Context: an optimization exercise on an open-source flow, tuned for small area. The choices shown serve that exercise and are no tape-out recipe. The RTL was checked by simulation tests, not by an equivalence proof against the original design. Power is estimated from default activity; no workload was simulated.

==> design.v <==
module twin_77_ad_sign_43(
  input CLK,
  input rst,
  input PSW0,
  output LED0,
  output LED1,
  output LED2,
  output trans1,
  output trans2,
  output trans3,
  output trans4,
  output trans5,
  output trans6,
  output trans7,
  output trans8,
  output trans9,
  output trans10,
  output trans11,
  output trans12,
  output trans13,
  output trans14,
  output trans15,
  output trans16,
  output trans17,
  output trans18,
  output trans19,
  output trans20,
  output trans21,
  output trans22,
  output trans23,
  output trans24,
  output trans25,
  output trans26,
  output trans27,
  output trans28,
  output trans29,
  output trans30,
  output trans31,
  output trans32,
  output trans33,
  output trans34,
  output trans35,
  output trans36,
  output trans37,
  output trans38,
  output trans39,
  output trans40,
  output trans41,
  output trans42,
  output trans43,
  output trans44,
  output trans45,
  output trans46,
  output trans47,
  output trans48,
  output trans49
);
  reg [10:0] base;
  reg        first;
  wire       wrap = base[10] & base[7] & base[6] & base[5] & base[0];  
  always @(posedge CLK) begin
    if (rst) begin
      base  <= 11'd0;
      first <= 1'b1;
    end else begin
      base <= wrap ? 11'd0 : base + 11'd1;
      if (wrap) first <= 1'b0;
    end
  end
  reg [1:0]  psw0_reg;
  reg [19:0] lfsr;
  reg [2:0]  psw0_smp_reg;
  reg        psw0_filt_reg;
  reg [6:0]  sel;
  wire smp_pulse = (lfsr == 20'h36dff);
  wire psw0_filt = (psw0_smp_reg[0] & psw0_smp_reg[1]) | (psw0_smp_reg[0] & psw0_smp_reg[2]) |
                   (psw0_smp_reg[1] & psw0_smp_reg[2]);
  always @(posedge CLK) begin
    if (rst) begin
      psw0_reg      <= 2'd0;
      lfsr          <= 20'h6dbff;
      psw0_smp_reg  <= 3'd0;
      psw0_filt_reg <= 1'b0;
      sel           <= 7'd0;
    end else begin
      psw0_reg <= {psw0_reg[0], PSW0};
      lfsr <= {lfsr[18:0], ~(lfsr[19] ^ lfsr[16]) ^ smp_pulse};
      if (smp_pulse) psw0_smp_reg <= {psw0_smp_reg[1:0], psw0_reg[1]};
      psw0_filt_reg <= psw0_filt;
      if (psw0_filt & ~psw0_filt_reg) sel <= sel + 7'd1;
    end
  end
  wire s0 = (sel == 7'd0);
  wire s1 = (sel == 7'd1);
  wire s2 = (sel == 7'd2);
  wire s3 = ~(s0 | s1 | s2);
  assign LED0 = s0;
  assign LED1 = s1 | (sel == 7'd3);
  assign LED2 = s2;
  wire [4:0] H = base[10:6];
  wire [5:0] L = base[5:0];
  wire heq0 = H == 5'd0;
  wire heq1 = H == 5'd1;
  wire heq2 = H == 5'd2;
  wire heq3 = H == 5'd3;
  wire heq4 = H == 5'd4;
  wire heq5 = H == 5'd5;
  wire heq6 = H == 5'd6;
  wire heq7 = H == 5'd7;
  wire heq8 = H == 5'd8;
  wire heq9 = H == 5'd9;
  wire heq10 = H == 5'd10;
  wire heq11 = H == 5'd11;
  wire heq12 = H == 5'd12;
  wire heq13 = H == 5'd13;
  wire heq14 = H == 5'd14;
  wire heq15 = H == 5'd15;
  wire heq16 = H == 5'd16;
  wire heq17 = H == 5'd17;
  wire heq18 = H == 5'd18;
  wire heq19 = H == 5'd19;
  wire hgt0 = H > 5'd0;
  wire hgt1 = H > 5'd1;
  wire hgt2 = H > 5'd2;
  wire hgt3 = H > 5'd3;
  wire hgt4 = H > 5'd4;
  wire hgt5 = H > 5'd5;
  wire hgt6 = H > 5'd6;
  wire hgt7 = H > 5'd7;
  wire hgt8 = H > 5'd8;
  wire hgt9 = H > 5'd9;
  wire hgt10 = H > 5'd10;
  wire hgt11 = H > 5'd11;
  wire hgt12 = H > 5'd12;
  wire hgt13 = H > 5'd13;
  wire hgt14 = H > 5'd14;
  wire hgt15 = H > 5'd15;
  wire hgt16 = H > 5'd16;
  wire hgt17 = H > 5'd17;
  wire hgt18 = H > 5'd18;
  wire hgt19 = H > 5'd19;
  wire lgt0 = L > 6'd0;
  wire lgt1 = L > 6'd1;
  wire lgt2 = L > 6'd2;
  wire lgt3 = L > 6'd3;
  wire lgt4 = L > 6'd4;
  wire lgt5 = L > 6'd5;
  wire lgt6 = L > 6'd6;
  wire lgt7 = L > 6'd7;
  wire lgt8 = L > 6'd8;
  wire lgt9 = L > 6'd9;
  wire lgt10 = L > 6'd10;
  wire lgt11 = L > 6'd11;
  wire lgt12 = L > 6'd12;
  wire lgt13 = L > 6'd13;
  wire lgt14 = L > 6'd14;
  wire lgt15 = L > 6'd15;
  wire lgt16 = L > 6'd16;
  wire lgt17 = L > 6'd17;
  wire lgt18 = L > 6'd18;
  wire lgt19 = L > 6'd19;
  wire lgt20 = L > 6'd20;
  wire lgt21 = L > 6'd21;
  wire lgt22 = L > 6'd22;
  wire lgt23 = L > 6'd23;
  wire lgt24 = L > 6'd24;
  wire lgt25 = L > 6'd25;
  wire lgt26 = L > 6'd26;
  wire lgt27 = L > 6'd27;
  wire lgt28 = L > 6'd28;
  wire lgt29 = L > 6'd29;
  wire lgt30 = L > 6'd30;
  wire lgt31 = L > 6'd31;
  wire lgt32 = L > 6'd32;
  wire lgt33 = L > 6'd33;
  wire lgt34 = L > 6'd34;
  wire lgt35 = L > 6'd35;
  wire lgt36 = L > 6'd36;
  wire lgt37 = L > 6'd37;
  wire lgt38 = L > 6'd38;
  wire lgt39 = L > 6'd39;
  wire lgt40 = L > 6'd40;
  wire lgt41 = L > 6'd41;
  wire lgt42 = L > 6'd42;
  wire lgt43 = L > 6'd43;
  wire lgt44 = L > 6'd44;
  wire lgt45 = L > 6'd45;
  wire lgt46 = L > 6'd46;
  wire lgt47 = L > 6'd47;
  wire lgt48 = L > 6'd48;
  wire lgt49 = L > 6'd49;
  wire lgt50 = L > 6'd50;
  wire lgt51 = L > 6'd51;
  wire lgt52 = L > 6'd52;
  wire lgt53 = L > 6'd53;
  wire lgt54 = L > 6'd54;
  wire lgt55 = L > 6'd55;
  wire lgt56 = L > 6'd56;
  wire lgt57 = L > 6'd57;
  wire lgt58 = L > 6'd58;
  wire lgt59 = L > 6'd59;
  wire lgt60 = L > 6'd60;
  wire lgt61 = L > 6'd61;
  wire lgt62 = L > 6'd62;
  wire fd170 = first & ~((hgt2 | (heq2 & lgt41)));  
  wire fd185 = first & ~((hgt2 | (heq2 & lgt56)));  
  wire fd197 = first & ~((hgt3 | (heq3 & lgt4)));  
  wire fd205 = first & ~((hgt3 | (heq3 & lgt12)));  
  wire fd220 = first & ~((hgt3 | (heq3 & lgt27)));  
  wire fd237 = first & ~((hgt3 | (heq3 & lgt44)));  
  wire fd264 = first & ~((hgt4 | (heq4 & lgt7)));  
  wire fd319 = first & ~((hgt4 | (heq4 & lgt62)));  
  wire fd362 = first & ~((hgt5 | (heq5 & lgt41)));  
  wire fd463 = first & ~((hgt7 | (heq7 & lgt14)));  
  wire fd624 = first & ~((hgt9 | (heq9 & lgt47)));  
  wire p1_1 = (hgt11 | (heq11 & lgt48)) & ~(hgt15 | (heq15 & lgt56));
  wire p1_2 = (hgt9 | (heq9 & lgt57)) & ~(hgt14 | (heq14 & lgt1));
  wire p1_3 = (hgt4 | (heq4 & lgt56)) & ~(hgt9 | (heq9 & lgt0));
  wire p1_4 = (hgt5 | (heq5 & lgt0)) & ~(hgt9 | (heq9 & lgt8));
  assign trans1 = (s0 ? p1_1 : s1 ? p1_2 : s2 ? p1_3 : p1_4) | fd264;
  wire p2_1 = (hgt2 | (heq2 & lgt0)) & ~(hgt6 | (heq6 & lgt8));
  wire p2_2 = (hgt0 | (heq0 & lgt54)) & ~(hgt4 | (heq4 & lgt62));
  wire p2_3 = (hgt16 | (heq16 & lgt2)) | ~(hgt0 | (heq0 & lgt40));
  wire p2_4 = (hgt13 | (heq13 & lgt41)) & ~(hgt17 | (heq17 & lgt49));
  assign trans2 = (s0 ? p2_1 : s1 ? p2_2 : s2 ? p2_3 : p2_4) | fd264;
  wire p3_1 = (hgt8 | (heq8 & lgt37)) & ~(hgt12 | (heq12 & lgt45));
  wire p3_2 = (hgt8 | (heq8 & lgt18)) & ~(hgt12 | (heq12 & lgt26));
  wire p3_3 = (hgt4 | (heq4 & lgt48)) & ~(hgt8 | (heq8 & lgt56));
  wire p3_4 = (hgt6 | (heq6 & lgt52)) & ~(hgt10 | (heq10 & lgt60));
  assign trans3 = (s0 ? p3_1 : s1 ? p3_2 : s2 ? p3_3 : p3_4) | fd264;
  wire p4_1 = (hgt11 | (heq11 & lgt4)) & ~(hgt16 | (heq16 & lgt3));
  wire p4_2 = (hgt11 | (heq11 & lgt46)) & ~(hgt16 | (heq16 & lgt45));
  wire p4_3 = (hgt9 | (heq9 & lgt8)) & ~(hgt14 | (heq14 & lgt7));
  wire p4_4 = (hgt8 | (heq8 & lgt37)) & ~(hgt13 | (heq13 & lgt36));
  assign trans4 = (s0 ? p4_1 : s1 ? p4_2 : s2 ? p4_3 : p4_4) | fd319;
  wire p5_1 = (hgt0 | (heq0 & lgt0)) & ~(hgt5 | (heq5 & lgt42));
  wire p5_2 = (hgt1 | (heq1 & lgt40)) & ~(hgt7 | (heq7 & lgt18));
  wire p5_3 = (hgt0 | (heq0 & lgt0)) & ~(hgt5 | (heq5 & lgt42));
  wire p5_4 = (hgt2 | (heq2 & lgt48)) & ~(hgt8 | (heq8 & lgt26));
  assign trans5 = (s0 ? p5_1 : s1 ? p5_2 : s2 ? p5_3 : p5_4) | fd362;
  wire p6_1 = (hgt15 | (heq15 & lgt3)) | ~(hgt0 | (heq0 & lgt32));
  wire p6_2 = (hgt17 | (heq17 & lgt39)) | ~(hgt3 | (heq3 & lgt4));
  wire p6_3 = (hgt16 | (heq16 & lgt60)) | ~(hgt2 | (heq2 & lgt25));
  wire p6_4 = (hgt0 | (heq0 & lgt29)) & ~(hgt5 | (heq5 & lgt28));
  assign trans6 = (s0 ? p6_1 : s1 ? p6_2 : s2 ? p6_3 : p6_4) | fd319;
  wire p7_1 = (hgt7 | (heq7 & lgt49)) & ~(hgt10 | (heq10 & lgt54));
  wire p7_2 = (hgt11 | (heq11 & lgt8)) & ~(hgt14 | (heq14 & lgt13));
  wire p7_3 = (hgt11 | (heq11 & lgt21)) & ~(hgt14 | (heq14 & lgt26));
  wire p7_4 = (hgt14 | (heq14 & lgt2)) & ~(hgt17 | (heq17 & lgt7));
  assign trans7 = (s0 ? p7_1 : s1 ? p7_2 : s2 ? p7_3 : p7_4) | fd197;
  wire p8_1 = (hgt1 | (heq1 & lgt19)) & ~(hgt5 | (heq5 & lgt0));
  wire p8_2 = (hgt18 | (heq18 & lgt50)) | ~(hgt2 | (heq2 & lgt61));
  wire p8_3 = (hgt13 | (heq13 & lgt39)) & ~(hgt17 | (heq17 & lgt20));
  wire p8_4 = (hgt9 | (heq9 & lgt57)) & ~(hgt13 | (heq13 & lgt38));
  assign trans8 = (s0 ? p8_1 : s1 ? p8_2 : s2 ? p8_3 : p8_4) | fd237;
  wire p9_1 = (hgt9 | (heq9 & lgt60)) & ~(hgt17 | (heq17 & lgt11));
  wire p9_2 = (hgt8 | (heq8 & lgt41)) & ~(hgt15 | (heq15 & lgt56));
  wire p9_3 = (hgt4 | (heq4 & lgt9)) & ~(hgt11 | (heq11 & lgt24));
  wire p9_4 = (hgt5 | (heq5 & lgt16)) & ~(hgt12 | (heq12 & lgt31));
  assign trans9 = (s0 ? p9_1 : s1 ? p9_2 : s2 ? p9_3 : p9_4) | fd463;
  wire p10_1 = (hgt18 | (heq18 & lgt9)) | ~(hgt3 | (heq3 & lgt38));
  wire p10_2 = (hgt17 | (heq17 & lgt47)) | ~(hgt3 | (heq3 & lgt12));
  wire p10_3 = (hgt14 | (heq14 & lgt6)) & ~(hgt19 | (heq19 & lgt5));
  wire p10_4 = (hgt11 | (heq11 & lgt14)) & ~(hgt16 | (heq16 & lgt13));
  assign trans10 = (s0 ? p10_1 : s1 ? p10_2 : s2 ? p10_3 : p10_4) | fd319;
  wire p11_1 = (hgt2 | (heq2 & lgt42)) & ~(hgt5 | (heq5 & lgt55));
  wire p11_2 = (hgt3 | (heq3 & lgt18)) & ~(hgt6 | (heq6 & lgt31));
  wire p11_3 = (hgt0 | (heq0 & lgt40)) & ~(hgt3 | (heq3 & lgt53));
  wire p11_4 = (hgt1 | (heq1 & lgt39)) & ~(hgt4 | (heq4 & lgt52));
  assign trans11 = (s0 ? p11_1 : s1 ? p11_2 : s2 ? p11_3 : p11_4) | fd205;
  wire p12_1 = (hgt10 | (heq10 & lgt58)) & ~(hgt15 | (heq15 & lgt2));
  wire p12_2 = (hgt12 | (heq12 & lgt38)) & ~(hgt16 | (heq16 & lgt46));
  wire p12_3 = (hgt11 | (heq11 & lgt0)) & ~(hgt15 | (heq15 & lgt8));
  wire p12_4 = (hgt11 | (heq11 & lgt8)) & ~(hgt15 | (heq15 & lgt16));
  assign trans12 = (s0 ? p12_1 : s1 ? p12_2 : s2 ? p12_3 : p12_4) | fd264;
  wire p13_1 = (hgt6 | (heq6 & lgt5)) & ~(hgt9 | (heq9 & lgt33));
  wire p13_2 = (hgt8 | (heq8 & lgt47)) & ~(hgt12 | (heq12 & lgt11));
  wire p13_3 = (hgt8 | (heq8 & lgt12)) & ~(hgt11 | (heq11 & lgt40));
  wire p13_4 = (hgt9 | (heq9 & lgt25)) & ~(hgt12 | (heq12 & lgt53));
  assign trans13 = (s0 ? p13_1 : s1 ? p13_2 : s2 ? p13_3 : p13_4) | fd220;
  wire p14_1 = (hgt16 | (heq16 & lgt0)) | ~(hgt1 | (heq1 & lgt29));
  wire p14_2 = (hgt0 | (heq0 & lgt0)) & ~hgt4;
  wire p14_3 = (hgt0 | (heq0 & lgt21)) & ~(hgt5 | (heq5 & lgt20));
  wire p14_4 = (hgt5 | (heq5 & lgt25)) & ~(hgt10 | (heq10 & lgt24));
  assign trans14 = (s0 ? p14_1 : s1 ? p14_2 : s2 ? p14_3 : p14_4) | fd319;
  wire p15_1 = (hgt7 | (heq7 & lgt1)) & ~(hgt10 | (heq10 & lgt29));
  wire p15_2 = (hgt4 | (heq4 & lgt54)) & ~(hgt8 | (heq8 & lgt18));
  wire p15_3 = (hgt19 | (heq19 & lgt5)) | ~hgt2;
  wire p15_4 = (hgt14 | (heq14 & lgt45)) & ~(hgt18 | (heq18 & lgt9));
  assign trans15 = (s0 ? p15_1 : s1 ? p15_2 : s2 ? p15_3 : p15_4) | fd220;
  wire p16_1 = (hgt18 | (heq18 & lgt0)) | ~(hgt1 | (heq1 & lgt43));
  wire p16_2 = (hgt16 | (heq16 & lgt38)) | ~(hgt0 | (heq0 & lgt17));
  wire p16_3 = hgt11 & ~(hgt15 | (heq15 & lgt12));
  wire p16_4 = (hgt9 | (heq9 & lgt30)) & ~(hgt12 | (heq12 & lgt43));
  assign trans16 = (s0 ? p16_1 : s1 ? p16_2 : s2 ? p16_3 : p16_4) | fd205;
  wire p17_1 = (hgt6 | (heq6 & lgt12)) & ~(hgt8 | (heq8 & lgt54));
  wire p17_2 = (hgt5 | (heq5 & lgt44)) & ~(hgt8 | (heq8 & lgt22));
  wire p17_3 = (hgt1 | (heq1 & lgt62)) & ~(hgt4 | (heq4 & lgt40));
  wire p17_4 = (hgt1 | (heq1 & lgt56)) & ~(hgt4 | (heq4 & lgt34));
  assign trans17 = (s0 ? p17_1 : s1 ? p17_2 : s2 ? p17_3 : p17_4) | fd170;
  wire p18_1 = (hgt9 | (heq9 & lgt8)) & ~(hgt12 | (heq12 & lgt36));
  wire p18_2 = (hgt9 | (heq9 & lgt45)) & ~(hgt13 | (heq13 & lgt9));
  wire p18_3 = (hgt7 | (heq7 & lgt2)) & ~(hgt10 | (heq10 & lgt30));
  wire p18_4 = (hgt7 | (heq7 & lgt17)) & ~(hgt10 | (heq10 & lgt45));
  assign trans18 = (s0 ? p18_1 : s1 ? p18_2 : s2 ? p18_3 : p18_4) | fd220;
  wire p19_1 = (hgt17 | (heq17 & lgt49)) | ~(hgt1 | (heq1 & lgt43));
  wire p19_2 = (hgt19 | (heq19 & lgt30)) | ~(hgt3 | (heq3 & lgt24));
  wire p19_3 = (hgt17 | (heq17 & lgt59)) | ~(hgt1 | (heq1 & lgt53));
  wire p19_4 = (hgt0 | (heq0 & lgt49)) & ~(hgt4 | (heq4 & lgt13));
  assign trans19 = (s0 ? p19_1 : s1 ? p19_2 : s2 ? p19_3 : p19_4) | fd220;
  wire p20_1 = (hgt11 | (heq11 & lgt34)) & ~(hgt16 | (heq16 & lgt33));
  wire p20_2 = (hgt14 | (heq14 & lgt19)) & ~(hgt19 | (heq19 & lgt18));
  wire p20_3 = (hgt13 | (heq13 & lgt52)) & ~(hgt18 | (heq18 & lgt51));
  wire p20_4 = (hgt14 | (heq14 & lgt14)) & ~(hgt19 | (heq19 & lgt13));
  assign trans20 = (s0 ? p20_1 : s1 ? p20_2 : s2 ? p20_3 : p20_4) | fd319;
  wire p21_1 = (hgt2 | (heq2 & lgt61)) & ~(hgt6 | (heq6 & lgt42));
  wire p21_2 = (hgt6 | (heq6 & lgt37)) & ~(hgt10 | (heq10 & lgt18));
  wire p21_3 = (hgt7 | (heq7 & lgt2)) & ~(hgt10 | (heq10 & lgt47));
  wire p21_4 = (hgt9 | (heq9 & lgt17)) & ~(hgt12 | (heq12 & lgt62));
  assign trans21 = (s0 ? p21_1 : s1 ? p21_2 : s2 ? p21_3 : p21_4) | fd237;
  wire p22_1 = (hgt8 | (heq8 & lgt51)) & ~(hgt12 | (heq12 & lgt32));
  wire p22_2 = (hgt6 | (heq6 & lgt38)) & ~(hgt10 | (heq10 & lgt19));
  wire p22_3 = (hgt1 | (heq1 & lgt16)) & ~(hgt4 | (heq4 & lgt61));
  wire p22_4 = (hgt16 | (heq16 & lgt23)) | ~(hgt0 | (heq0 & lgt34));
  assign trans22 = (s0 ? p22_1 : s1 ? p22_2 : s2 ? p22_3 : p22_4) | fd237;
  wire p23_1 = (hgt0 | (heq0 & lgt45)) & ~(hgt3 | (heq3 & lgt38));
  wire p23_2 = (hgt18 | (heq18 & lgt50)) | ~(hgt2 | (heq2 & lgt9));
  wire p23_3 = (hgt14 | (heq14 & lgt8)) & ~(hgt17 | (heq17 & lgt1));
  wire p23_4 = (hgt11 | (heq11 & lgt34)) & ~(hgt14 | (heq14 & lgt27));
  assign trans23 = (s0 ? p23_1 : s1 ? p23_2 : s2 ? p23_3 : p23_4) | fd185;
  wire p24_1 = (hgt8 | (heq8 & lgt0)) & ~(hgt11 | (heq11 & lgt28));
  wire p24_2 = (hgt7 | (heq7 & lgt30)) & ~(hgt10 | (heq10 & lgt58));
  wire p24_3 = (hgt3 | (heq3 & lgt47)) & ~(hgt7 | (heq7 & lgt11));
  wire p24_4 = (hgt5 | (heq5 & lgt13)) & ~(hgt8 | (heq8 & lgt41));
  assign trans24 = (s0 ? p24_1 : s1 ? p24_2 : s2 ? p24_3 : p24_4) | fd220;
  wire p25_1 = (hgt11 | (heq11 & lgt37)) & ~(hgt14 | (heq14 & lgt42));
  wire p25_2 = (hgt12 | (heq12 & lgt10)) & ~(hgt15 | (heq15 & lgt15));
  wire p25_3 = (hgt9 | (heq9 & lgt30)) & ~(hgt12 | (heq12 & lgt35));
  wire p25_4 = (hgt8 | (heq8 & lgt31)) & ~(hgt11 | (heq11 & lgt36));
  assign trans25 = (s0 ? p25_1 : s1 ? p25_2 : s2 ? p25_3 : p25_4) | fd197;
  wire p26_1 = (hgt0 | (heq0 & lgt31)) & ~(hgt3 | (heq3 & lgt59));
  wire p26_2 = (hgt2 | (heq2 & lgt13)) & ~(hgt5 | (heq5 & lgt41));
  wire p26_3 = (hgt0 | (heq0 & lgt42)) & ~(hgt4 | (heq4 & lgt6));
  wire p26_4 = (hgt1 | (heq1 & lgt44)) & ~(hgt5 | (heq5 & lgt8));
  assign trans26 = (s0 ? p26_1 : s1 ? p26_2 : s2 ? p26_3 : p26_4) | fd220;
  wire p27_1 = (hgt13 | (heq13 & lgt44)) & ~(hgt18 | (heq18 & lgt43));
  wire p27_2 = (hgt16 | (heq16 & lgt30)) | ~(hgt1 | (heq1 & lgt59));
  wire p27_3 = (hgt16 | (heq16 & lgt1)) | ~(hgt1 | (heq1 & lgt30));
  wire p27_4 = (hgt0 | (heq0 & lgt0)) & ~hgt4;
  assign trans27 = (s0 ? p27_1 : s1 ? p27_2 : s2 ? p27_3 : p27_4) | fd319;
  wire p28_1 = (hgt4 | (heq4 & lgt19)) & ~(hgt9 | (heq9 & lgt18));
  wire p28_2 = (hgt7 | (heq7 & lgt62)) & ~(hgt12 | (heq12 & lgt61));
  wire p28_3 = (hgt8 | (heq8 & lgt29)) & ~(hgt13 | (heq13 & lgt28));
  wire p28_4 = (hgt10 | (heq10 & lgt44)) & ~(hgt15 | (heq15 & lgt43));
  assign trans28 = (s0 ? p28_1 : s1 ? p28_2 : s2 ? p28_3 : p28_4) | fd319;
  wire p29_1 = (hgt6 | (heq6 & lgt57)) & ~(hgt10 | (heq10 & lgt38));
  wire p29_2 = (hgt4 | (heq4 & lgt46)) & ~(hgt8 | (heq8 & lgt27));
  wire p29_3 = (hgt18 | (heq18 & lgt61)) | ~(hgt3 | (heq3 & lgt8));
  wire p29_4 = (hgt14 | (heq14 & lgt37)) & ~(hgt18 | (heq18 & lgt18));
  assign trans29 = (s0 ? p29_1 : s1 ? p29_2 : s2 ? p29_3 : p29_4) | fd237;
  wire p30_1 = (hgt17 | (heq17 & lgt49)) | ~(hgt1 | (heq1 & lgt60));
  wire p30_2 = (hgt16 | (heq16 & lgt22)) | ~(hgt0 | (heq0 & lgt33));
  wire p30_3 = (hgt11 | (heq11 & lgt48)) & ~(hgt15 | (heq15 & lgt29));
  wire p30_4 = (hgt9 | (heq9 & lgt14)) & ~(hgt12 | (heq12 & lgt59));
  assign trans30 = (s0 ? p30_1 : s1 ? p30_2 : s2 ? p30_3 : p30_4) | fd237;
  wire p31_1 = (hgt6 | (heq6 & lgt4)) & ~(hgt8 | (heq8 & lgt61));
  wire p31_2 = (hgt5 | (heq5 & lgt37)) & ~(hgt8 | (heq8 & lgt30));
  wire p31_3 = (hgt1 | (heq1 & lgt54)) & ~(hgt4 | (heq4 & lgt47));
  wire p31_4 = (hgt1 | (heq1 & lgt49)) & ~(hgt4 | (heq4 & lgt42));
  assign trans31 = (s0 ? p31_1 : s1 ? p31_2 : s2 ? p31_3 : p31_4) | fd185;
  wire p32_1 = (hgt8 | (heq8 & lgt22)) & ~(hgt13 | (heq13 & lgt21));
  wire p32_2 = (hgt8 | (heq8 & lgt60)) & ~(hgt13 | (heq13 & lgt59));
  wire p32_3 = (hgt6 | (heq6 & lgt16)) & ~(hgt11 | (heq11 & lgt15));
  wire p32_4 = (hgt6 | (heq6 & lgt32)) & ~(hgt11 | (heq11 & lgt31));
  assign trans32 = (s0 ? p32_1 : s1 ? p32_2 : s2 ? p32_3 : p32_4) | fd319;
  wire p33_1 = (hgt18 | (heq18 & lgt10)) | ~(hgt1 | (heq1 & lgt18));
  wire p33_2 = (hgt0 | (heq0 & lgt21)) & ~hgt2;
  wire p33_3 = (hgt18 | (heq18 & lgt20)) | ~(hgt1 | (heq1 & lgt28));
  wire p33_4 = (hgt1 | (heq1 & lgt10)) & ~(hgt3 | (heq3 & lgt52));
  assign trans33 = (s0 ? p33_1 : s1 ? p33_2 : s2 ? p33_3 : p33_4) | fd170;
  wire p34_1 = (hgt11 | (heq11 & lgt34)) & ~(hgt16 | (heq16 & lgt33));
  wire p34_2 = (hgt14 | (heq14 & lgt19)) & ~(hgt19 | (heq19 & lgt18));
  wire p34_3 = (hgt13 | (heq13 & lgt52)) & ~(hgt18 | (heq18 & lgt51));
  wire p34_4 = (hgt14 | (heq14 & lgt14)) & ~(hgt19 | (heq19 & lgt13));
  assign trans34 = (s0 ? p34_1 : s1 ? p34_2 : s2 ? p34_3 : p34_4) | fd319;
  wire p35_1 = (hgt2 | (heq2 & lgt47)) & ~(hgt6 | (heq6 & lgt55));
  wire p35_2 = (hgt6 | (heq6 & lgt24)) & ~(hgt10 | (heq10 & lgt32));
  wire p35_3 = (hgt6 | (heq6 & lgt52)) & ~(hgt10 | (heq10 & lgt60));
  wire p35_4 = (hgt9 | (heq9 & lgt4)) & ~(hgt13 | (heq13 & lgt12));
  assign trans35 = (s0 ? p35_1 : s1 ? p35_2 : s2 ? p35_3 : p35_4) | fd264;
  wire p36_1 = (hgt0 | (heq0 & lgt20)) & ~(hgt5 | (heq5 & lgt62));
  wire p36_2 = (hgt17 | (heq17 & lgt52)) | ~(hgt3 | (heq3 & lgt60));
  wire p36_3 = (hgt12 | (heq12 & lgt40)) & ~(hgt18 | (heq18 & lgt18));
  wire p36_4 = (hgt8 | (heq8 & lgt59)) & ~(hgt14 | (heq14 & lgt37));
  assign trans36 = (s0 ? p36_1 : s1 ? p36_2 : s2 ? p36_3 : p36_4) | fd362;
  wire p37_1 = (hgt11 | (heq11 & lgt32)) & ~(hgt15 | (heq15 & lgt40));
  wire p37_2 = (hgt10 | (heq10 & lgt13)) & ~(hgt14 | (heq14 & lgt21));
  wire p37_3 = (hgt5 | (heq5 & lgt45)) & ~(hgt9 | (heq9 & lgt53));
  wire p37_4 = (hgt6 | (heq6 & lgt52)) & ~(hgt10 | (heq10 & lgt60));
  assign trans37 = (s0 ? p37_1 : s1 ? p37_2 : s2 ? p37_3 : p37_4) | fd264;
  wire p38_1 = (hgt18 | (heq18 & lgt51)) | ~(hgt2 | (heq2 & lgt62));
  wire p38_2 = (hgt18 | (heq18 & lgt24)) | ~(hgt2 | (heq2 & lgt35));
  wire p38_3 = (hgt14 | (heq14 & lgt48)) & ~(hgt18 | (heq18 & lgt29));
  wire p38_4 = (hgt11 | (heq11 & lgt55)) & ~(hgt15 | (heq15 & lgt36));
  assign trans38 = (s0 ? p38_1 : s1 ? p38_2 : s2 ? p38_3 : p38_4) | fd237;
  wire p39_1 = (hgt2 | (heq2 & lgt47)) & ~(hgt5 | (heq5 & lgt52));
  wire p39_2 = (hgt3 | (heq3 & lgt22)) & ~(hgt6 | (heq6 & lgt27));
  wire p39_3 = (hgt0 | (heq0 & lgt45)) & ~(hgt3 | (heq3 & lgt50));
  wire p39_4 = (hgt1 | (heq1 & lgt43)) & ~(hgt4 | (heq4 & lgt48));
  assign trans39 = (s0 ? p39_1 : s1 ? p39_2 : s2 ? p39_3 : p39_4) | fd197;
  wire p40_1 = (hgt11 | (heq11 & lgt16)) & ~(hgt14 | (heq14 & lgt44));
  wire p40_2 = (hgt12 | (heq12 & lgt59)) & ~(hgt16 | (heq16 & lgt23));
  wire p40_3 = (hgt11 | (heq11 & lgt22)) & ~(hgt14 | (heq14 & lgt50));
  wire p40_4 = (hgt11 | (heq11 & lgt29)) & ~(hgt14 | (heq14 & lgt57));
  assign trans40 = (s0 ? p40_1 : s1 ? p40_2 : s2 ? p40_3 : p40_4) | fd220;
  wire p41_1 = (hgt6 | (heq6 & lgt12)) & ~(hgt9 | (heq9 & lgt25));
  wire p41_2 = (hgt8 | (heq8 & lgt55)) & ~(hgt12 | (heq12 & lgt4));
  wire p41_3 = (hgt8 | (heq8 & lgt19)) & ~(hgt11 | (heq11 & lgt32));
  wire p41_4 = (hgt9 | (heq9 & lgt33)) & ~(hgt12 | (heq12 & lgt46));
  assign trans41 = (s0 ? p41_1 : s1 ? p41_2 : s2 ? p41_3 : p41_4) | fd205;
  wire p42_1 = (hgt16 | (heq16 & lgt28)) | ~(hgt1 | (heq1 & lgt2));
  wire p42_2 = (hgt0 | (heq0 & lgt28)) & ~(hgt4 | (heq4 & lgt36));
  wire p42_3 = (hgt0 | (heq0 & lgt49)) & ~(hgt4 | (heq4 & lgt57));
  wire p42_4 = (hgt5 | (heq5 & lgt53)) & ~(hgt9 | (heq9 & lgt61));
  assign trans42 = (s0 ? p42_1 : s1 ? p42_2 : s2 ? p42_3 : p42_4) | fd264;
  wire p43_1 = (hgt8 | (heq8 & lgt60)) & ~(hgt18 | (heq18 & lgt44));
  wire p43_2 = (hgt7 | (heq7 & lgt5)) & ~(hgt16 | (heq16 & lgt53));
  wire p43_3 = (hgt2 | (heq2 & lgt4)) & ~(hgt11 | (heq11 & lgt52));
  wire p43_4 = (hgt2 | (heq2 & lgt12)) & ~(hgt11 | (heq11 & lgt60));
  assign trans43 = (s0 ? p43_1 : s1 ? p43_2 : s2 ? p43_3 : p43_4) | fd624;
  wire p44_1 = (hgt2 | (heq2 & lgt29)) & ~(hgt5 | (heq5 & lgt42));
  wire p44_2 = (hgt1 | (heq1 & lgt19)) & ~(hgt4 | (heq4 & lgt32));
  wire p44_3 = (hgt16 | (heq16 & lgt31)) | ~(hgt0 | (heq0 & lgt10));
  wire p44_4 = (hgt14 | (heq14 & lgt6)) & ~(hgt17 | (heq17 & lgt19));
  assign trans44 = (s0 ? p44_1 : s1 ? p44_2 : s2 ? p44_3 : p44_4) | fd205;
  wire p45_1 = (hgt8 | (heq8 & lgt51)) & ~(hgt12 | (heq12 & lgt32));
  wire p45_2 = (hgt8 | (heq8 & lgt31)) & ~(hgt12 | (heq12 & lgt12));
  wire p45_3 = (hgt4 | (heq4 & lgt62)) & ~(hgt8 | (heq8 & lgt43));
  wire p45_4 = (hgt7 | (heq7 & lgt1)) & ~(hgt10 | (heq10 & lgt46));
  assign trans45 = (s0 ? p45_1 : s1 ? p45_2 : s2 ? p45_3 : p45_4) | fd237;
  wire p46_1 = (hgt12 | (heq12 & lgt7)) & ~(hgt15 | (heq15 & lgt0));
  wire p46_2 = (hgt12 | (heq12 & lgt49)) & ~(hgt15 | (heq15 & lgt42));
  wire p46_3 = (hgt10 | (heq10 & lgt11)) & ~(hgt13 | (heq13 & lgt4));
  wire p46_4 = (hgt9 | (heq9 & lgt40)) & ~(hgt12 | (heq12 & lgt33));
  assign trans46 = (s0 ? p46_1 : s1 ? p46_2 : s2 ? p46_3 : p46_4) | fd185;
  wire p47_1 = (hgt1 | (heq1 & lgt7)) & ~(hgt4 | (heq4 & lgt35));
  wire p47_2 = (hgt2 | (heq2 & lgt46)) & ~(hgt6 | (heq6 & lgt10));
  wire p47_3 = (hgt1 | (heq1 & lgt7)) & ~(hgt4 | (heq4 & lgt35));
  wire p47_4 = (hgt3 | (heq3 & lgt54)) & ~(hgt7 | (heq7 & lgt18));
  assign trans47 = (s0 ? p47_1 : s1 ? p47_2 : s2 ? p47_3 : p47_4) | fd220;
  wire p48_1 = (hgt15 | (heq15 & lgt53)) & ~(hgt19 | (heq19 & lgt17));
  wire p48_2 = (hgt18 | (heq18 & lgt24)) | ~(hgt2 | (heq2 & lgt18));
  wire p48_3 = (hgt17 | (heq17 & lgt46)) | ~(hgt1 | (heq1 & lgt40));
  wire p48_4 = (hgt1 | (heq1 & lgt14)) & ~(hgt4 | (heq4 & lgt42));
  assign trans48 = (s0 ? p48_1 : s1 ? p48_2 : s2 ? p48_3 : p48_4) | fd220;
  wire p49_1 = (hgt7 | (heq7 & lgt37)) & ~(hgt11 | (heq11 & lgt1));
  wire p49_2 = (hgt10 | (heq10 & lgt60)) & ~(hgt14 | (heq14 & lgt24));
  wire p49_3 = (hgt11 | (heq11 & lgt9)) & ~(hgt14 | (heq14 & lgt37));
  wire p49_4 = (hgt13 | (heq13 & lgt54)) & ~(hgt17 | (heq17 & lgt18));
  assign trans49 = (s0 ? p49_1 : s1 ? p49_2 : s2 ? p49_3 : p49_4) | fd220;
endmodule
==> flow/run.sh <==
#!/bin/bash
# Standard synthesis, then an area-oriented ABC re-mapping of its combinational logic (the
# registers stay exactly as the standard synthesis made them), then the standard layout steps.
set -euo pipefail
W=$(pwd)
R=$W/orfs/results/$FLOW_PLATFORM/twin_77_ad_sign_43/base
LIB=$FLOW_HOME/platforms/$FLOW_PLATFORM/lib/sky130_fd_sc_hd__tt_025C_1v80.lib

bash standard.sh synth > $W/log_1_standard_synth.txt 2>&1

cp $R/1_2_yosys.v $W/std_1_2_yosys.v
sed -e "s#{LIB}#$LIB#g" -e "s#{IN}#$W/std_1_2_yosys.v#g" -e "s#{TOP}#$FLOW_TOP#g" \
    -e "s#{SCRIPT}#$W/flow/area.script#g" -e "s#{OUT}#$W/reabc.v#g" -e "s#{OUTDIR}#$W#g" \
    flow/reabc.ys > $W/reabc_run.ys
yosys -s $W/reabc_run.ys > $W/log_2_reabc.txt 2>&1

cp $W/reabc.v $R/1_2_yosys.v
rm -f $R/1_synth.odb
touch $R/1_2_yosys.v

export BUFFER_PORTS_ARGS="-buffer_cell sky130_fd_sc_hd__buf_1"
# the standard CTS options (as cts.tcl builds them from config.mk), without dummy loads
cfg() { sed -n "s/^export $1 = //p" config.mk; }
CTS_ARGS="-sink_clustering_enable -repair_clock_nets -dont_use_dummy_load"
if [[ -n "$(cfg CTS_BUF_LIST)" ]]; then CTS_ARGS="$CTS_ARGS -buf_list {$(cfg CTS_BUF_LIST)}"; fi
if [[ -n "$(cfg CTS_CLUSTER_SIZE)" ]]; then CTS_ARGS="$CTS_ARGS -sink_clustering_size $(cfg CTS_CLUSTER_SIZE)"; fi
if [[ -n "$(cfg CTS_CLUSTER_DIAMETER)" ]]; then CTS_ARGS="$CTS_ARGS -sink_clustering_max_diameter $(cfg CTS_CLUSTER_DIAMETER)"; fi
export CTS_ARGS
bash standard.sh finish > $W/log_3_layout.txt 2>&1
==> flow/area.script <==
strash
&get -n
&st
&deepsyn -T 60
&dch -f
&nf -R 1000
&put
==> flow/reabc.ys <==
# Re-map the combinational logic of the standard synthesis netlist with an area-oriented
# ABC script. Flip-flop cells are kept as they are (same instances, names and cell types).
read_liberty -ignore_miss_func {LIB}
read_verilog {IN}
hierarchy -top {TOP}
setattr -mod -set keep_hierarchy 1 sky130_fd_sc_hd__df* sky130_fd_sc_hd__sdf* sky130_fd_sc_hd__edf*
flatten
rename -hide w:*.*
opt -purge
tee -o {OUTDIR}/reabc_before.txt stat -liberty {LIB}
abc -script {SCRIPT} -liberty {LIB} -dont_use *probe* -dont_use *lpflow*
setundef -zero
splitnets
opt_clean -purge
hilomap -singleton -hicell sky130_fd_sc_hd__conb_1 HI -locell sky130_fd_sc_hd__conb_1 LO
insbuf -buf sky130_fd_sc_hd__buf_4 A X
opt_clean -purge
check
blackbox sky130_fd_sc_hd__*
tee -o {OUTDIR}/reabc_after.txt stat -liberty {LIB}

write_verilog -noattr -nohex -nodec {OUT}
==> standard.sh <==
#!/bin/bash
# synth_recipe.tcl (not shown) runs the flow's synth.tcl, then flattens the netlist and writes it again
# the make line also repeats each setting of config.mk as NAME=value (left out here)
make -C /OpenROAD-flow-scripts/flow DESIGN_CONFIG=/design/flow/config.mk WORK_HOME=/design/flow/orfs CLKGATE_MAP_FILE= SYNTH_SCRIPT=/design/flow/synth_recipe.tcl "${@:-finish}"
==> config.mk <==
export PLATFORM = sky130hd
export DESIGN_NAME = twin_77_ad_sign_43
export DESIGN_NICKNAME = twin_77_ad_sign_43
export VERILOG_FILES = /design/flow/design.v
export SDC_FILE = /design/flow/constraint.sdc
export NUM_CORES = 4
export LEC_CHECK = 0
export CAP_MARGIN = 10
export CELL_PAD_IN_SITES_DETAIL_PLACEMENT = 2
export CELL_PAD_IN_SITES_GLOBAL_PLACEMENT = 4
export CORE_MARGIN = 2
export CORE_UTILIZATION = 35
export CTS_BUF_LIST = sky130_fd_sc_hd__clkbuf_8
export CTS_CLUSTER_DIAMETER = 500
export CTS_CLUSTER_SIZE = 50
export GPL_TIMING_DRIVEN = 0
export PLACE_DENSITY = 0.4
export SLEW_MARGIN = 10
==> constraint.sdc <==
create_clock -name core_clock -period 10.0 [get_ports {CLK}]
set_input_delay 2.0000 -clock core_clock [delete_from_list [all_inputs] [get_ports {CLK}]]
set_output_delay 2.0000 -clock core_clock [all_outputs]
set_load 0.01 [all_outputs]
==> results.txt, run 1 <==
* Syn Area/Cell at 6.026 sq um
* Number of core rows at 45
* Syn Inst Count at 883
* Net count after synthesis at 886
* First error line in the log: [ERROR GPL-0301] Utilization 101.222 % exceeds 100%.
* Stage where the flow stopped: global placement without I/O
* Netlist area before placement at 5321 sq um
* Die width at 127.3 microns
* Die height at 127.3 microns
* Initial standard-cell utilization of the core at 0.3540
* Yosys warning total at 1
* Result of the run: did not finish
==> run 2, diff against run 1 <==
--- a/config.mk
+++ b/config.mk
@@ -9,10 +9,10 @@
 export CELL_PAD_IN_SITES_DETAIL_PLACEMENT = 2
 export CELL_PAD_IN_SITES_GLOBAL_PLACEMENT = 4
 export CORE_MARGIN = 2
-export CORE_UTILIZATION = 35
+export CORE_UTILIZATION = 25
 export CTS_BUF_LIST = sky130_fd_sc_hd__clkbuf_8
 export CTS_CLUSTER_DIAMETER = 500
 export CTS_CLUSTER_SIZE = 50
 export GPL_TIMING_DRIVEN = 0
-export PLACE_DENSITY = 0.4
+export PLACE_DENSITY = 0.3
 export SLEW_MARGIN = 10
==> run 2 against run 1 <==
  * The run now finishes clean
  * Synthesized area is the same
  * Synthesized cell count is the same
==> results.txt, run 2 <==
* Worst Tran Pin Value at 1423 ps
* Die width at 149.9 microns (+18%)
* Synthesis-to-layout area growth at 15.61%
* R2r setup slk at 5580 ps
* Net count after synthesis at 886 (unchanged)
* Placeable core region at 20,960 sq um
* Placed Instance Area at 6076 sq um
* Footprint of the flip-flops and latches at 907.1 sq um
* IO buf count at 54
* Post-detailed-route wirelength per cell at 40.75 microns
* Area taken by multi-input logic gates at 4419 sq um
* Fraction of layout cells with a size suffix above 1 at 0.03669
* Hold buffer count at cts at 0
* Critical path arrival at 5570 ps
* CP endpoint kind: output pin
* DR pass1 iterations at 6
* Post-placement worst setup slack at 3135 ps
* Most common cell after layout, fill and taps aside: nand2_1
* Flip-flop count of the largest register, all copies and words added at 20
* Clk Latency, worst-skew pair at 320 ps
* Syn Inst Count at 883 (unchanged)
* Resized Gates After CTS at 0
* Violation count after the first detailed-route iteration at 1,426
* Post-DP HPWL at 37,580 microns
* Worst slew margin relative to its limit at 0.04153
* Fillcell total at 2,669
* R2R depth at 5
* Overflow left after global routing at 0
* Yosys warning total at 1 (unchanged)
* Worst path cell trace: nor2_2, nand2_1, clkinv_1, nand2_1, o2111ai_1, a21oi_1, o21ai_0, nand2_1, buf_1
* Leading registers by flop count: lfsr x20, base x11, sel x7
* Via count of the routed design at 9,142
* Post-route clock period utilization at 0.7575
* Most used cell, CP: nand2_1
* GPL Wtd Cong at 1.066
* # Post-CTS Setup Buffers at 0
* Number of antenna violations at the first check in global routing at 4
* Die ar. at 22,470 sq um
* Bufs on Longest Clock Path at 2
* Number of hold violations in the final report at 0
* CTS HTree Levels at 2
* Type of the worst setup path: flop to output pin
* Fin area at 6152 sq um
* Final setup vio count at 0
* Detailed-route DRC error count at 0
* Crit start category: flop
* Number of nets in the finished design at 959
* Total track usage at 0.4397
* Vias in the first global route at 9,121
* Worst endpoint required time at 8000 ps
* Register with the most flip-flops: lfsr
* Final Max Tran Viols at 0
* Power per unit of standard cell area at 52.68 nW/um^2
* Netlist area before placement at 5321 sq um (unchanged)
* Clock root buffer: clkbuf_8
* Syn Area/Cell at 6.026 sq um (unchanged)
* Number of non-filler instances in the completed layout at 1,230
* Hold crit path type: flop to flop
* Static Leakage at 1.805 nW
* Final wirelength at 50,130 microns
* Min-Delay Path Depth at 1
* Largest fanout of any net on the critical path at 22
* Worst-path cell with the longest stage delay: clkinv_1
* RSZ-0062 raised after global routing: false
* Clock tree skew after final layout at 34.46 ps
* Average vias per placed instance at 7.433
* Number of clock sinks at 45
* Wire length of the first global-routing pass at 69,530 microns
* Commonest non-fill, non-tap cells in the layout: 160 x nand2_1, 117 x nor2_1, 104 x a21oi_1, 99 x o21ai_0, 53 x buf_1
* Post-route minimum period at 7575 ps
* Clock tree from TritonCTS: built
* Worst ir drop on vdd at 0.06301 mV
* Clock buffer count from CTS at 5
* Final setup slack of the worst path at 2425 ps
* Worst-path clk slew at 100 ps
* Number of placed instances with taps included at 1,224
* IO Pins at 55
* Aggregate negative setup slack at 0 ps
* Max-capacitance violation count at 0
* Final antenna-violating net count at 0
* Die height at 149.9 microns (+18%)
* Achievable frequency at 132.0 MHz
* Pin count of the biggest net entering global routing at 41
* Initial standard-cell utilization of the core at 0.2539 (-0.1000)
* Result of the run: finished clean
* Number of core rows at 53 (+18%)
* Worst stage delay on the critical path at 1260 ps
[run 2: worst max-delay path, delay by kind of cell (launching register included)]
family                 cells  cell delay [ps]
DFF                        1              860
AOI/OAI and AO/OA          3             1000
buffers and inverters      2             1410
and+or+nand+nor            4             1970
[run 2: area by class of cell]
type,count,share of cell area
Multi-Input combinational cell,829,0.7183
Sequential cell,45,0.1474
Buffer,1,0.001220
Inverter,8,0.004881
Tap cell,275,0.05593
Antenna cell,1,0.0004068
Clock buffer,5,0.01119
Timing Repair Buffer,66,0.06061
[run 2: path summary, 6_finish.rpt]
path | from | endpoint
worst max-delay path | sel[0] | trans2
worst min-delay path | lfsr[17] | lfsr[18]
worst max register to register | base[4] | base[7]
worst min register to register | lfsr[17] | lfsr[18]
[run 2: metrics by stage]
step	power [W]	util	hold WS, ps
after floorplan	0.0002044	-	413.8
after global placement	0.0002208	0.2800	431.8
after detailed placement	0.0002215	0.2899	436.5
after CTS	0.0003249	0.2932	448.6
after global routing	0.0003364	0.2935	471.8
final	0.0003241	0.2936	445.5
[run 2: where the power goes]
group	total, W	internal [W]	switching [W]
Sequential	0.000189	0.000184	0.00000565
Combinational	0.0000310	0.00000600	0.0000250
Clock	0.000104	0.0000452	0.0000586
Total	0.000324	0.000235	0.0000893
[run 2: per-layer routing]
metal  GRT usage  up-vias  wire (microns)
li1            -     3539               -
met1      0.5476     4421           18600
met3      0.1497      259            7018
met4      0.2910        2            4218
met5           0        -              16
met2      0.6390      921           20270
==> run 3, diff against run 2 <==
==> config.mk (replaced) <==
export PLATFORM = sky130hd
export DESIGN_NAME = twin_77_ad_sign_43
export DESIGN_NICKNAME = twin_77_ad_sign_43
export VERILOG_FILES = /design/flow/design.v
export SDC_FILE = /design/flow/constraint.sdc
export NUM_CORES = 4
export LEC_CHECK = 0
export CAP_MARGIN = 5
export CELL_PAD_IN_SITES_DETAIL_PLACEMENT = 2
export CELL_PAD_IN_SITES_GLOBAL_PLACEMENT = 3
export CORE_MARGIN = 2
export CORE_UTILIZATION = 30
export CTS_BUF_LIST = sky130_fd_sc_hd__clkbuf_8
export GPL_TIMING_DRIVEN = 0
export PLACE_DENSITY = 0.35
export SLEW_MARGIN = 5
==> run 3 against run 2 <==
  * Now fails the layout checks on max-capacitance violations, max-slew violations
  * Maximum frequency down 6.5%
  * First-iteration DRC count is 14% higher
  * Critical path type unchanged
  * Core utilization is 5.4 points higher
  * Highest routed layer unchanged
  * Clock skew grew 9.2 ps
  * Final cell count is 4.9% lower
  * Critical path depth up 1
  * Synthesized cell count fell by 0.79%
==> results.txt, run 3 <==
* Result of the run: finished with violations
* GPL Wtd Cong at 1.181 (+11%)
* Hold crit path type: flop to flop
* IO Pins at 55 (unchanged)
* Wire length of the first global-routing pass at 65,950 microns (-5.2%)
* Post-route clock period utilization at 0.8105 (+0.05298)
* Number of antenna violations at the first check in global routing at 3 (-1)
* Leading registers by flop count: lfsr x20, base x11, sel x7
* Die ar. at 18,810 sq um (-16%)
* Final setup vio count at 0 (unchanged)
* Clock buffer count from CTS at 5 (unchanged)
* Net count after synthesis at 879 (-0.79%)
* Netlist area before placement at 5318 sq um (about the same)
* Commonest non-fill, non-tap cells in the layout: 142 x nand2_1, 125 x nor2_1, 100 x a21oi_1, 100 x o21ai_0, 54 x buf_1
* Average vias per placed instance at 7.834 (+5.4%)
* Aggregate negative setup slack at 0 ps (unchanged)
* Number of clock sinks at 45 (unchanged)
* Post-DP HPWL at 34,160 microns (-9.1%)
* Clock tree from TritonCTS: built
* Achievable frequency at 123.4 MHz (-6.5%)
* # Post-CTS Setup Buffers at 0 (unchanged)
* Number of core rows at 48 (-9.4%)
* Vias in the first global route at 9,089 (-0.35%)
* Bufs on Longest Clock Path at 2 (unchanged)
* Flip-flop count of the largest register, all copies and words added at 20 (unchanged)
* Total track usage at 0.5014 (+0.06178)
* DR pass1 iterations at 7 (+1)
* Register with the most flip-flops: lfsr
* Clock root buffer: clkbuf_8
* Worst slew margin relative to its limit at -0.05102 (-0.09255)
* Worst-path clk slew at 110 ps (about the same)
* Number of hold violations in the final report at 0 (unchanged)
* Crit start category: flop
* RSZ-0062 raised after global routing: false
* Detailed-route DRC error count at 0 (unchanged)
* Die height at 137.1 microns (-8.5%)
* Via count of the routed design at 9,166 (+0.26%)
* Fillcell total at 2,199 (-18%)
* Syn Area/Cell at 6.070 sq um (+0.73%)
* CTS HTree Levels at 2 (unchanged)
* Largest fanout of any net on the critical path at 27 (+23%)
* Type of the worst setup path: flop to output pin
* Final wirelength at 47,250 microns (-5.7%)
* Die width at 137.1 microns (-8.5%)
* Fraction of met3 tracks used by global routing at 0.2063 (+0.05660)
* Worst Tran Pin Value at 1537 ps (+114.1 ps)
* Critical path arrival at 6100 ps (+530 ps)
* Initial standard-cell utilization of the core at 0.3074 (+0.05350)
* Yosys warning total at 1 (unchanged)
* Static Leakage at 1.848 nW (+2.4%)
* Hold buffer count at cts at 0 (unchanged)
* Clock tree skew after final layout at 43.65 ps (+9.181 ps)
* Hold WS at 449.9 ps (+4.479 ps)
* Number of nets in the finished design at 949 (-1.0%)
* Final Max Tran Viols at 2 (+2)
* Power per unit of standard cell area at 53.48 nW/um^2 (+1.5%)
* Overflow left after global routing at 0 (unchanged)
* Final antenna-violating net count at 0 (unchanged)
* Max-capacitance violation count at 1 (+1)
* Resized Gates After CTS at 0 (unchanged)
* Clk Latency, worst-skew pair at 330 ps (about the same)
* Post-route minimum period at 8105 ps (+529.8 ps)
* Syn Inst Count at 876 (-0.79%)
* Placeable core region at 17,300 sq um (-17%)
* CP endpoint kind: output pin
* Post-detailed-route wirelength per cell at 40.38 microns (-0.91%)
* Worst ir drop on vdd at 0.1087 mV (+73%)
* Met1 Use GR at 0.5946 (+0.04705)
* Fraction of layout cells with a size suffix above 1 at 0.02436 (-0.01232)
* Worst endpoint required time at 8000 ps (about the same)
* Layout violations: max-capacitance violations, max-slew violations
* Most common cell after layout, fill and taps aside: nand2_1
* IO buf count at 54 (unchanged)
* Pin count of the biggest net entering global routing at 44 (+7.3%)
* Synthesis-to-layout area growth at 12.94%
* GR Layer Usage met2 at 0.7206 (+0.08152)
* Busiest grt layer: met2
* Violation count after the first detailed-route iteration at 1,628 (+14%)
==> run 3: worst max-delay path, stage by stage (launching register included) <==
cell	delay [ps]
dfxtp_1	420
nor2_1	90
nand2_1	130
nor2_1	270
nand2_1	980
clkinv_1	1400
a2111oi_0	1630
o22ai_1	290
o221ai_1	260
o211ai_1	130
buf_1	170
==> run 3: worst paths after layout <==
kind | startpoint | to | slack, ps | depth (start not counted)
max | sel[4] | trans6 | 1900 | 10
max reg2reg | base[6] | base[6] | 6060 | 5
min reg2reg | lfsr[5] | lfsr[6] | 450 | 1
min | lfsr[5] | lfsr[6] | 450 | 1
==> run 3: cell type report <==
class / instances / area (sq um) / share of cell area
clock buffer: 5 / 68.82 / 0.01146
multi-input combinational: 820 / 4385 / 0.7302
timing repair buffer: 63 / 316.6 / 0.05271
antenna: 1 / 2.502 / 0.0004167
sequential: 45 / 905.9 / 0.1508
buffer: 1 / 7.507 / 0.001250
inverter: 10 / 37.54 / 0.006250
tap: 225 / 281.5 / 0.04687
==> run 3: routing by layer <==
layer  wire length (microns)  vias to the layer above
li1                        -                     3518
met1                   16430                     4363
met2                   18680                      950
met3                    7351                      331
met4                    4759                        4
met5                      29                        -
==> run 3: through the flow <==
step	cells	area, sq um	power, W	setup WS (ps)	util
final	1170	6006	0.0003212	1895	0.3472
after CTS	1167	5974	0.0003196	2449	0.3454
after floorplan	876	5318	0.0002042	4676	-
after global routing	1169	6003	0.0003288	2167	0.3471
after detailed placement	1162	5906	0.0002189	2789	0.3414
after global placement	1155	5802	0.0002177	1564	0.3354
==> run 3: power breakdown <==
group,switching (W),internal [W]
logic,0.0000223,0.00000631
registers,0.00000537,0.000184
clock network,0.0000584,0.0000451
total,0.0000860,0.000235

==> re-timing with driven ports <==
Ports are ideal in the flow. The routed layouts listed here were re-timed in OpenROAD. Step 1 (the two cells are an assumption about what drives the block):
set clk [get_ports {CLK}]
set_driving_cell -lib_cell sky130_fd_sc_hd__clkbuf_16 $clk
set_driving_cell -lib_cell sky130_fd_sc_hd__buf_2 [delete_from_list [all_inputs] $clk]
Step 2 adds t to the input delays and takes it off the output delays; t is the mean of the earliest and latest rising clock arrival at the registers after step 1. Input paths then give back, and output paths get back, about the clock's delay inside the block. Slacks: no drivers / after step 1 / after step 2; pairs: no drivers / after step 1.
run | t, ns | slack for setup (ns) | clock arrival spread, ns | slew at the worst register clock pin (ns) | worst data-port slew with drivers (ns)
run 2 | 0.334 | 2.425 / 2.392 / 2.726 | 0.035 / 0.035 | 0.10 / 0.10 | 0.03
run 3 | 0.338 | 1.895 / 1.862 / 2.199 | 0.044 / 0.043 | 0.11 / 0.11 | 0.03
